Source: an optimization exercise on an open RTL-to-GDS flow (aim: small area, a short achievable clock period and few clock cycles per item). Production flows keep margins and buffers that such runs may drop. The RTL was checked by simulation tests, not by an equivalence proof against the original design. No activity file was given, so power comes from the tool's default toggle rates.

## adler32
module adler32(
    input clock,
    input rst_n,
    input size_valid,
    input [31:0] size,
    input data_start,
    input [7:0] data,
    output checksum_valid,
    output [31:0] checksum
);
For scale: about 760 cells after synthesis, ~110 flip-flops, ~77 I/O pins.
export LEC_CHECK = 0
export ABC_AREA = 1
export CAP_MARGIN = 20
export CORE_MARGIN = 2
export CORE_UTILIZATION = 55
export CTS_BUF_LIST = sky130_fd_sc_hd__clkbuf_4 sky130_fd_sc_hd__clkbuf_8
export SETUP_SLACK_MARGIN = 5
export SLEW_MARGIN = 20
create_clock -name core_clock -period 7.5 [get_ports {clock}]
standard.sh (not shown) runs the stock make flow with config.mk's settings and CLKGATE_MAP_FILE= SYNTH_SCRIPT=/design/flow/synth_recipe.tcl, a recipe that flattens the netlist after the stock synthesis.
==> flow/flow/run.sh <==
#!/bin/bash
# Standard layout, with these changes to how it is made:
#  - plain buffers (buf_2) on the ports;
#  - the full and half adder cells are added to the don't-use list, so that
#    synthesis maps adders to plain gates;
#  - ABC maps the logic with flow/abc.script (a delay-targeted map with area
#    recovery) instead of the flow's area script. The rest of synthesis is
#    synth_recipe.tcl unchanged.
set -o pipefail
W=$PWD
export BUFFER_PORTS_ARGS="-buffer_cell sky130_fd_sc_hd__buf_2"
BASE=$(make -s -C "$FLOW_HOME" DESIGN_CONFIG="$W/config.mk" WORK_HOME="$W/orfs" print-DONT_USE_CELLS 2>/dev/null | sed -n 's/^DONT_USE_CELLS: //p')
DU="$BASE sky130_fd_sc_hd__fa_1 sky130_fd_sc_hd__fa_2 sky130_fd_sc_hd__fa_4 sky130_fd_sc_hd__ha_1 sky130_fd_sc_hd__ha_2 sky130_fd_sc_hd__ha_4"
cp flow/abc.script "$W/abc_custom.script"
{
  echo "proc abc {args} {"
  echo "  set i [lsearch -exact \$args -script]"
  echo "  if {\$i >= 0} { lset args [expr {\$i + 1}] $W/abc_custom.script }"
  echo "  yosys abc {*}\$args"
  echo "}"
  cat synth_recipe.tcl
} > "$W/custom_synth.tcl"
sed "s#SYNTH_SCRIPT=[^ ]*#SYNTH_SCRIPT=$W/custom_synth.tcl#" standard.sh > "$W/custom_standard.sh"
bash "$W/custom_standard.sh" "DONT_USE_CELLS=$DU" finish > standard.log 2>&1
==> flow/flow/abc.script <==
strash
&get -n
&dc2
&dch
&put
map -B 0.9
topo
stime -c
buffer -c
upsize -c
dnsize -c
Testbench counts at the start, summed over its fixed seeds: cycles 572,122, bytes 568,898.
Change:
==> flow/flow/run.sh (replaced) <==
#!/bin/bash
# Standard layout, with two changes to how it is made:
#  - plain buffers (buf_2) on the ports;
#  - the full and half adder cells are added to the don't-use list, so that
#    synthesis maps adders to plain gates (faster after timing repair).
set -o pipefail
export BUFFER_PORTS_ARGS="-buffer_cell sky130_fd_sc_hd__buf_2"
BASE=$(make -s -C "$FLOW_HOME" DESIGN_CONFIG="$PWD/config.mk" WORK_HOME="$PWD/orfs" print-DONT_USE_CELLS 2>/dev/null | sed -n 's/^DONT_USE_CELLS: //p')
DU="$BASE sky130_fd_sc_hd__fa_1 sky130_fd_sc_hd__fa_2 sky130_fd_sc_hd__fa_4 sky130_fd_sc_hd__ha_1 sky130_fd_sc_hd__ha_2 sky130_fd_sc_hd__ha_4"
bash standard.sh "DONT_USE_CELLS=$DU" finish > standard.log 2>&1
CORE_UTILIZATION = 50   (was 55)
removed: flow/flow/abc.script
Result:
- The new run went through all stages and came out clean
- clock power rises by about 4%
- power grows by 18%
- first-iteration DRC count came out higher by 20%
- die area came out higher by 24%
- global-route usage went up by 1.3 points
- worst hold slack is better by 0.0063 ns
- clock skew hardly moves
Change:
==> flow/flow/run.sh (replaced) <==
#!/bin/bash
# Standard layout, with these changes to how it is made:
#  - plain buffers (buf_2) on the ports;
#  - the full and half adder cells are added to the don't-use list, so that
#    synthesis maps adders to plain gates;
#  - ABC maps the logic with flow/abc.script (a delay-targeted map with area
#    recovery) instead of the flow's area script. The rest of synthesis is
#    synth_recipe.tcl unchanged.
set -o pipefail
W=$PWD
export BUFFER_PORTS_ARGS="-buffer_cell sky130_fd_sc_hd__buf_2"
BASE=$(make -s -C "$FLOW_HOME" DESIGN_CONFIG="$W/config.mk" WORK_HOME="$W/orfs" print-DONT_USE_CELLS 2>/dev/null | sed -n 's/^DONT_USE_CELLS: //p')
DU="$BASE sky130_fd_sc_hd__fa_1 sky130_fd_sc_hd__fa_2 sky130_fd_sc_hd__fa_4 sky130_fd_sc_hd__ha_1 sky130_fd_sc_hd__ha_2 sky130_fd_sc_hd__ha_4"
cp flow/abc.script "$W/abc_custom.script"
{
  echo "proc abc {args} {"
  echo "  set i [lsearch -exact \$args -script]"
  echo "  if {\$i >= 0} { lset args [expr {\$i + 1}] $W/abc_custom.script }"
  echo "  yosys abc {*}\$args"
  echo "}"
  cat synth_recipe.tcl
} > "$W/custom_synth.tcl"
sed "s#SYNTH_SCRIPT=[^ ]*#SYNTH_SCRIPT=$W/custom_synth.tcl#" standard.sh > "$W/custom_standard.sh"
bash "$W/custom_standard.sh" "DONT_USE_CELLS=$DU" "POST_GLOBAL_ROUTE_TCL=$W/flow/post_grt.tcl" finish > standard.log 2>&1
==> flow/flow/abc.script (new file) <==
strash
&get -n
&dc2
&dch
&put
map -B 0.9
topo
stime -c
buffer -c
upsize -c
dnsize -c
==> flow/flow/post_grt.tcl (new file) <==
# Downsize cells whose paths keep at least the flow's setup margin of slack.
global_route -start_incremental
repair_timing -recover_power 100 -slack_margin 5.0 -verbose
global_route -end_incremental
Effect: This time the run finished but fails on capacitance limit, slew limit. Total power drops by 18%. Utilization grows by 0.63 points. Design area is lower by 10%. Register-to-register slack is worse by 1.1 ns. Maximum frequency goes down by 28%. Hold slack is about the same.
Change:
--- a/flow/flow/run.sh
+++ b/flow/flow/run.sh
@@ -24 +24 @@
-bash "$W/custom_standard.sh" "DONT_USE_CELLS=$DU" "POST_GLOBAL_ROUTE_TCL=$W/flow/post_grt.tcl" finish > standard.log 2>&1
+bash "$W/custom_standard.sh" "DONT_USE_CELLS=$DU" finish > standard.log 2>&1
removed: flow/flow/post_grt.tcl
The new run passed the timing, design-rule and antenna checks; via count falls by 0.69%; register-to-register slack improved by 1.0 ns; sequential power is higher by about 1%; setup slack gains 0.94 ns; clock-buffer cell count is unchanged; total power went up by about 2.6%; die area stays the same; cell count does not change; fmax is higher by 38%; clock power stays flat; non-clock buffer count does not change.
Change:
==> flow/flow/abc.script (replaced) <==
strash
&get -n
&dch
&put
dch
map -B 0.9
topo
stime -c
What happened:
- The new run finished with timing, DRC and antenna clean
- sequential power stays flat
- setup slack loses 0.031 ns
- clock skew stays flat
- via count rises by about 8%
- design area climbs by 3.9%
- core utilization increases by 2.1 points
- clock power rises by about 3%

[afterwards: timing with drivers on the ports]
How much do the figures lean on ideal ports? The routed layouts below were timed once more, with nothing changed but the port constraints. Step 1 (the two cells are an assumption about what drives the block):
set clk [get_ports {clock}]
set_driving_cell -lib_cell sky130_fd_sc_hd__clkbuf_16 $clk
set_driving_cell -lib_cell sky130_fd_sc_hd__buf_2 [delete_from_list [all_inputs] $clk]
Step 2 adds t to the input delays and takes it off the output delays; t is the mean of the earliest and latest rising clock arrival at the registers after step 1. Input paths then give back, and output paths get back, about the clock's delay inside the block. Slacks: ideal ports / drivers / drivers and shift; pairs: ideal ports / drivers.
| run | t, ns | setup WS [ns] | hold slack, ns | worst setup path after step 2 | clock arrival spread, ns |
|---|---|---|---|---|---|
| the first run | 0.400 | 5.050 / 5.019 / 5.075 | 0.417 / 0.417 / 0.417 | input to register | 0.012 / 0.012 |
| the second run | 0.424 | 5.042 / 5.005 / 5.050 | 0.423 / 0.423 / 0.423 | input to register | 0.010 / 0.010 |
| the third run | 0.402 | 4.108 / 4.108 / 4.108 | 0.424 / 0.424 / 0.424 | register to register | 0.011 / 0.010 |
| the fourth run | 0.402 | 5.049 / 5.017 / 5.072 | 0.424 / 0.424 / 0.424 | input to register | 0.012 / 0.013 |
| the fifth run | 0.420 | 5.018 / 4.985 / 5.071 | 0.455 / 0.455 / 0.455 | input to register | 0.014 / 0.014 |
